This design comes from an exercise in tuning for a short achievable clock period and few clock cycles on the open sky130 flow, not from production work. The RTL was checked by simulation tests, not by an equivalence proof against the original design. Power is estimated from default activity; no workload was simulated.

## v49
==> flow/design.v (excerpt) <==
module core #(                              
	parameter ADDR_W = 32,
	parameter INST_W = 32,
	parameter DATA_W = 32
)(
	input                   i_clk,
	input                   i_rst_n,
	output [ ADDR_W-1 : 0 ] o_i_addr,
	input  [ INST_W-1 : 0 ] i_i_inst,
	output                  o_d_wen,
	output [ ADDR_W-1 : 0 ] o_d_addr,
	output [ DATA_W-1 : 0 ] o_d_wdata,
	input  [ DATA_W-1 : 0 ] i_d_rdata,
	output [        1 : 0 ] o_status,
	output                  o_status_valid
);
Size in the first run: ~9100 cells after synthesis, ~1400 flip-flops, roughly 170 I/O pins, roughly 75000 um^2 of cells after synthesis.
export LEC_CHECK = 0
export ABC_CLOCK_PERIOD_IN_PS = 2000
export CAP_MARGIN = 20
export CORE_MARGIN = 2
export CORE_UTILIZATION = 40
export SETUP_SLACK_MARGIN = 4.5
export SLEW_MARGIN = 20
create_clock -name core_clock -period 6.8 [get_ports {i_clk}]
standard.sh (not shown) runs the stock make flow with config.mk's settings and CLKGATE_MAP_FILE= SYNTH_SCRIPT=/design/flow/synth_recipe.tcl, a recipe that flattens the netlist after the stock synthesis.
==> flow/flow/run.sh <==
#!/bin/bash
# Standard layout (standard.sh) with two changes to how it is made:
#  - synthesis script flow/synth.tcl (the standard flow's synthesis; combinational logic
#    mapped for delay, no adder-cell extraction; registers untouched),
#  - port buffers are buf_8 rather than the smallest buffer.
# All tool output goes to flow_make.log in the work folder (ORFS's per-step
# logs are under orfs/logs/).
set -euo pipefail
W=$(pwd)
bash "$W/standard.sh" SYNTH_SCRIPT="$W/flow/synth.tcl" \
  "BUFFER_PORTS_ARGS=-buffer_cell sky130_fd_sc_hd__buf_8" \
  finish > "$W/flow_make.log" 2>&1
==> flow/flow/fast.abc <==
strash
dch
map {D}
buffer
upsize {D}
dnsize {D}
==> flow/flow/synth.tcl <==
# The standard synthesis (synth_recipe.tcl), with two changes to the
# combinational mapping only: no full/half-adder cell extraction, and an ABC
# script that maps for delay (fast.abc). Registers are untouched.
set flowdir [file dirname [file normalize [info script]]]
unset -nocomplain ::env(ADDER_MAP_FILE)
proc abc {args} {
  global flowdir
  set i [lsearch -exact $args -script]
  lset args [expr {$i + 1}] $flowdir/fast.abc
  yosys abc {*}$args
}
source $flowdir/../synth_recipe.tcl
v49 went all the way through synthesis, placement and routing and the layout is clean on timing, DRC and antenna.
Testbench counts of v49, summed over its fixed seeds: cycles 20,832.
### v49 -> v20
Settings: a change of SETUP_SLACK_MARGIN from 4.5 to 4.
==> flow/flow/fast.abc <==
strash
dch
map {D}
buffer
upsize {D}
| post-placement cell area | v20 vs v49 | about 0.9% higher |
Changes observed in v20 relative to v49: number of fill cells now sits higher; area overhead of the layout relative to synthesis now sits lower; worst slack at placement now sits lower.
What v7 does differently from v20 at the input level:
Settings: swapping 40 for 35 in CORE_UTILIZATION.
==> flow/flow/fast.abc <==
strash
dch
map {D}
buffer
upsize {D}
dnsize {D}
Setup WNS v20 -> v7: worse
Delta (v7 minus v20): floorplan die area rose 6.4%, total length of routed wires decreased by about 2.3% relative to the old numbers, final cell count without fillers rose 186.
The total number of placement rows in v7 was higher than what v20 gave.
v7 reports a lower wire length of the first global-routing pass than v20 does.
Compared v7 vs v20, and routed metal-1 wire length is down in v7.
Top layer reached by signal wires: met5 -> v7, met4 -> v20
Going from v20 to v7, share of cell area taken by flip-flops and latches rose 0.35 points, number of cells on the critical path went up.
Synthesized area: v7 vs v20 down 6.9%
## Diff of input files: v36 against v7
Settings: PLACE_DENSITY now 0.72, previously not set; CORE_UTILIZATION now 40, was 35.
Notes after the runs:
- v36: flow completed, timing, DRC and antenna clean
- When v36 is set beside v7, its switching share of power turns out to be 0.33 points larger.
- Between v7 and v36, the final worst slack does not differ in any meaningful way.
- Final period demand of the worst path essentially unchanged between v7 and v36.
### v36 -> v46
Settings: a deleted PLACE_DENSITY that had been 0.72.
==> summary.txt <==
- v46 reached the final stage; the timing, DRC and antenna checks on its layout passed.
- v36 finished every stage and its layout cleared the timing, DRC and antenna checks.
- Relative to v36, number of iterations in the first detailed-routing pass has decreased by 1 in v46.
- Looking only at setup slack, and setting everything else aside, the higher value of v46 and v36 goes to v46.
- Global-route usage across v46 and v36: no real change.
- Post-route fraction of the period consumed by the critical path: v46 and v36 compared, higher one is v36
- The routed wire length of v36 and that of v46 are within noise of each other.
- Compare v46 and v36 | tightest slew margin relative to the limit lower: v46
Input-level comparison between v54 and v46:
Settings: CORE_UTILIZATION changed from 40 to 46.
Total length of routed met3 wires (v54 vs. v46) increases by more than 10%. Width of the die (v54 vs. v46) decreases by a few percent. Compared with v46, v54 has less setup slack. Looking at cell with the largest stage delay on the worst path, the sky130_fd_sc_hd__dfrtp_4 result is from v54; the sky130_fd_sc_hd__dfrtp_2 one comes from v46. v46 → v54: combinational power share increased by 0.3 points relative to the old numbers, portion of total power attributed to the clock network decreased by 1.2 points relative to the old numbers, full die area decreased by 13% relative to the old numbers, power decreased by 2.3% relative to the old numbers, total wire length after detailed routing decreased by 0.76% relative to the old numbers. Summary of v54 over v46: register-to-register setup slack -110 ps; wire length of the first global-routing pass down 6.5 mm. The lower share of the cycle needed by the critical path after routing of v54 and v46 is in v46.

========
The RTL this note starts from:
==> flow/design.v <==
module core #(                              
	parameter ADDR_W = 32,
	parameter INST_W = 32,
	parameter DATA_W = 32
)(
	input                   i_clk,
	input                   i_rst_n,
	output [ ADDR_W-1 : 0 ] o_i_addr,
	input  [ INST_W-1 : 0 ] i_i_inst,
	output                  o_d_wen,
	output [ ADDR_W-1 : 0 ] o_d_addr,
	output [ DATA_W-1 : 0 ] o_d_wdata,
	input  [ DATA_W-1 : 0 ] i_d_rdata,
	output [        1 : 0 ] o_status,
	output                  o_status_valid
);
localparam OP_LW   = 6'd1;
localparam OP_SW   = 6'd2;
localparam OP_ADD  = 6'd3;
localparam OP_SUB  = 6'd4;
localparam OP_ADDI = 6'd5;
localparam OP_OR   = 6'd6;
localparam OP_XOR  = 6'd7;
localparam OP_BEQ  = 6'd8;
localparam OP_BNE  = 6'd9;
localparam OP_EOF  = 6'd10;
reg [31:0] rf [0:31];
reg [31:0] pc;            
reg [31:0] pc4;           
reg        halted;        
reg        x_valid;
reg        x_lw, x_sw, x_add, x_sub, x_addi, x_or, x_xor, x_br, x_eof;
reg        x_we;
reg [4:0]  x_wa;
reg        x_ald, x_asum, x_algc, x_areg;
reg        x_bld, x_bsum, x_blgc, x_breg;    
reg        x_cld, x_csum, x_clgc, x_creg, x_cimm;
reg [14:0] x_imm;
reg        x_chk;         
reg [31:0] x_a, x_b;
reg [31:0] x_alt;         
reg [31:0] x_alt4;        
reg        w_we;
reg        w_lw;
reg [4:0]  w_wa;
reg [31:0] w_sum;         
reg [31:0] w_lgc;         
reg        w_islgc;       
reg        st_valid;
reg [1:0]  st_code;
reg        dm_wen;
reg [31:0] dm_addr;
reg [31:0] dm_wdata;
integer i;
assign o_i_addr       = pc;
assign o_status       = st_code;
assign o_status_valid = st_valid;
assign o_d_wen        = dm_wen;
assign o_d_addr       = dm_addr;
assign o_d_wdata      = dm_wdata;
wire [31:0] w_res = w_islgc ? w_lgc : w_sum;
wire [31:0] w_val = w_lw ? i_d_rdata : w_res;
wire [31:0] a = ({32{x_ald}} & i_d_rdata) | ({32{x_asum}} & w_sum) | ({32{x_algc}} & w_lgc)
              | ({32{x_areg}} & x_a);
wire [31:0] b = ({32{x_bld}} & i_d_rdata) | ({32{x_bsum}} & w_sum) | ({32{x_blgc}} & w_lgc)
              | ({32{x_breg}} & x_b);
wire [31:0] c = ({32{x_cld}} & i_d_rdata) | ({32{x_csum}} & w_sum) | ({32{x_clgc}} & w_lgc)
              | ({32{x_creg}} & x_b)
              | ({32{x_cimm}} & {17'd0, x_imm});
wire [31:0] s_add, s_sub;
wire        c_add, c_sub;
ks_add u_add  (.a(a), .b(c),    .ci(1'b0), .s(s_add),  .co(c_add));
ks_add u_sub  (.a(a), .b(~b),   .ci(1'b1), .s(s_sub),  .co(c_sub));
wire mispred  = x_valid & x_chk & (a == b);
wire x_stop   = x_valid & x_eof;
wire [31:0] sum = x_sub ? s_sub : s_add;
wire [31:0] lgc = x_or ? (a | b) : (a ^ b);
reg [1:0] code;
always @(*) begin
	if (x_eof)                     code = 2'd3;
	else if (x_add)                code = c_add ? 2'd2 : 2'd0;
	else if (x_sub)                code = c_sub ? 2'd0 : 2'd2;
	else if (x_addi)               code = c_add ? 2'd2 : 2'd1;
	else if (x_lw | x_sw | x_br)   code = 2'd1;
	else                           code = 2'd0;
end
always @(posedge i_clk or negedge i_rst_n) begin
	if (!i_rst_n) begin
		halted   <= 1'b0;
		w_we     <= 1'b0;
		w_lw     <= 1'b0;
		w_wa     <= 5'd0;
		w_sum    <= 32'd0;
		w_lgc    <= 32'd0;
		w_islgc  <= 1'b0;
		st_valid <= 1'b0;
		st_code  <= 2'd0;
		dm_wen   <= 1'b0;
		dm_addr  <= 32'd0;
		dm_wdata <= 32'd0;
	end else begin
		if (x_stop) halted <= 1'b1;
		st_valid <= x_valid;
		st_code  <= code;
		w_we     <= x_valid & x_we;
		w_lw     <= x_lw;
		w_wa     <= x_wa;
		w_sum    <= sum;
		w_lgc    <= lgc;
		w_islgc  <= x_or | x_xor;
		dm_wen   <= x_valid & x_sw;
		dm_addr  <= s_add;
		dm_wdata <= b;
	end
end
wire [5:0]  op  = i_i_inst[31:26];
wire [4:0]  rs  = i_i_inst[25:21];
wire [4:0]  rt  = i_i_inst[20:16];
wire [4:0]  rd  = i_i_inst[15:11];
wire [14:0] imm = i_i_inst[14:0];
wire is_lw   = (op == OP_LW);
wire is_sw   = (op == OP_SW);
wire is_add  = (op == OP_ADD);
wire is_sub  = (op == OP_SUB);
wire is_addi = (op == OP_ADDI);
wire is_or   = (op == OP_OR);
wire is_xor  = (op == OP_XOR);
wire is_beq  = (op == OP_BEQ);
wire is_bne  = (op == OP_BNE);
wire is_eof  = (op == OP_EOF);
wire same  = (rs == rt);
wire pred  = (is_beq & same) | (is_bne & ~same);    
wire [31:0] pc8 = pc4 + 32'd4;
wire [31:0] tgt, tgt4;
ks_add u_tgt  (.a(pc4), .b({17'd0, imm}), .ci(1'b0), .s(tgt),  .co());
ks_add u_tgt4 (.a(pc8), .b({17'd0, imm}), .ci(1'b0), .s(tgt4), .co());
wire f_valid = ~halted & ~mispred & ~x_stop;
wire chk   = (is_beq | is_bne) & ~same & (|imm);
wire fwd_a = x_valid & x_we & (x_wa == rs);
wire fwd_b = x_valid & x_we & (x_wa == rt);
wire x_lgc = x_or | x_xor;
wire use_imm = is_addi | is_lw | is_sw;
wire fw2_a = w_we & (w_wa == rs);
wire fw2_b = w_we & (w_wa == rt);
wire [31:0] a_rd = fw2_a ? w_val : rf[rs];
wire [31:0] b_rd = fw2_b ? w_val : rf[rt];
always @(posedge i_clk or negedge i_rst_n) begin
	if (!i_rst_n) begin
		pc      <= 32'd0;
		pc4     <= 32'd4;
		x_alt4  <= 32'd0;
		x_valid <= 1'b0;
		x_lw <= 1'b0; x_sw <= 1'b0; x_add <= 1'b0; x_sub <= 1'b0; x_addi <= 1'b0;
		x_or <= 1'b0; x_xor <= 1'b0; x_br <= 1'b0; x_eof <= 1'b0;
		x_we    <= 1'b0;
		x_wa    <= 5'd0;
		x_ald   <= 1'b0; x_asum <= 1'b0; x_algc <= 1'b0; x_areg <= 1'b0;
		x_bld   <= 1'b0; x_bsum <= 1'b0; x_blgc <= 1'b0; x_breg <= 1'b0;
		x_cld   <= 1'b0; x_csum <= 1'b0; x_clgc <= 1'b0; x_creg <= 1'b0;
		x_cimm  <= 1'b0;
		x_imm   <= 15'd0;
		x_chk   <= 1'b0;
		x_a     <= 32'd0;
		x_b     <= 32'd0;
		x_alt   <= 32'd0;
	end else begin
		x_valid <= f_valid;
		if (mispred) begin
			pc  <= x_alt;
			pc4 <= x_alt4;
		end else if (f_valid) begin
			pc  <= pred ? tgt  : pc4;
			pc4 <= pred ? tgt4 : pc8;
		end
		x_lw    <= is_lw;
		x_sw    <= is_sw;
		x_add   <= is_add;
		x_sub   <= is_sub;
		x_addi  <= is_addi;
		x_or    <= is_or;
		x_xor   <= is_xor;
		x_br    <= is_beq | is_bne;
		x_eof   <= is_eof;
		x_we    <= is_lw | is_add | is_sub | is_addi | is_or | is_xor;
		x_wa    <= (is_lw | is_addi) ? rt : rd;
		x_ald   <=  fwd_a &  x_lw;
		x_asum  <=  fwd_a & ~x_lw & ~x_lgc;
		x_algc  <=  fwd_a &  x_lgc;
		x_areg  <= ~fwd_a;
		x_bld   <=  fwd_b &  x_lw;
		x_bsum  <=  fwd_b & ~x_lw & ~x_lgc;
		x_blgc  <=  fwd_b &  x_lgc;
		x_breg  <= ~fwd_b;
		x_cld   <= ~use_imm &  fwd_b &  x_lw;
		x_csum  <= ~use_imm &  fwd_b & ~x_lw & ~x_lgc;
		x_clgc  <= ~use_imm &  fwd_b &  x_lgc;
		x_creg  <= ~use_imm & ~fwd_b;
		x_cimm  <=  use_imm;
		x_imm   <= imm;
		x_chk   <= chk;
		x_a     <= a_rd;
		x_b     <= b_rd;
		x_alt   <= pred ? pc4 : tgt;
		x_alt4  <= pred ? pc8 : tgt4;
	end
end
always @(posedge i_clk or negedge i_rst_n) begin
	if (!i_rst_n) begin
		for (i = 0; i < 32; i = i + 1) rf[i] <= 32'd0;
	end else if (w_we) begin
		rf[w_wa] <= w_val;
	end
end
endmodule
module ks_add (
	input  [31:0] a,
	input  [31:0] b,
	input         ci,
	output [31:0] s,
	output        co
);
	reg [31:0] g, p, gn, pn;
	reg [31:0] p0;
	reg [32:0] c;
	integer k, d;
	always @(*) begin
		p0 = a ^ b;
		g  = a & b;
		p  = p0;
		g[0] = g[0] | (p[0] & ci);
		for (d = 1; d < 32; d = d * 2) begin
			gn = g; pn = p;
			for (k = d; k < 32; k = k + 1) begin
				gn[k] = g[k] | (p[k] & g[k-d]);
				pn[k] = p[k] & p[k-d];
			end
			g = gn; p = pn;
		end
		c[0] = ci;
		for (k = 1; k <= 32; k = k + 1) c[k] = g[k-1];
	end
	assign s  = p0 ^ c[31:0];
	assign co = c[32];
endmodule
clock: 6.8 ns
lec_check: 0
abc_clock_period_in_ps: 2000
cap_margin: 20
core_margin: 2
core_utilization: 40
setup_slack_margin: 4
slew_margin: 20
==> flow/flow/fast.abc <==
strash
&get -n
&dch -f
&put
map {D}
buffer
upsize {D}
dnsize {D}
Scripts as last shown in full above: flow/flow/run.sh, flow/flow/synth.tcl
Testbench counts at the start, summed over its fixed seeds: cycles 20,832.
Edit:
==> flow/flow/fast.abc (replaced) <==
strash
&get -n
&dch
&put
map {D}
buffer
upsize {D}
dnsize {D}
Outcome: The changed run ended with an error in 1_2_yosys.

[what the ideal ports hide]
The results above use ideal ports. As a check the final layouts listed here were re-extracted and re-timed, cells and wires unchanged. Step 1, drivers: a clkbuf_16 drives i_clk and a buf_2 each remaining input, both assumed. Step 2, shift: input delay + t, output delay - t, t = (earliest + latest rising clock arrival at the registers) / 2. This alone moves slack from input paths to output paths. Three values: ideal, step 1, step 2; two values: the first two.
| run | t, ns | setup WS [ns] | worst setup path after step 2 |
|---|---|---|---|
| v49 | 0.929 | 3.648 / 3.648 / 2.810 | input to register |
| v20 | 0.910 | 3.583 / 3.583 / 2.863 | input to register |
| v7 | 0.910 | 3.494 / 3.494 / 2.786 | input to register |
| v36 | 0.903 | 3.493 / 3.493 / 2.703 | input to register |
| v46 | 0.914 | 3.678 / 3.678 / 2.840 | input to register |
| v54 | 0.925 | 3.566 / 3.566 / 2.812 | input to register |
| the first run of note 2 | 0.944 | 3.602 / 3.556 / 2.613 | input to register |
After both steps every run listed still meets setup and hold. For the first run of note 2, which loses most, drivers alone change the setup slack by -0.046 ns; drivers and shift together by -0.989 ns.
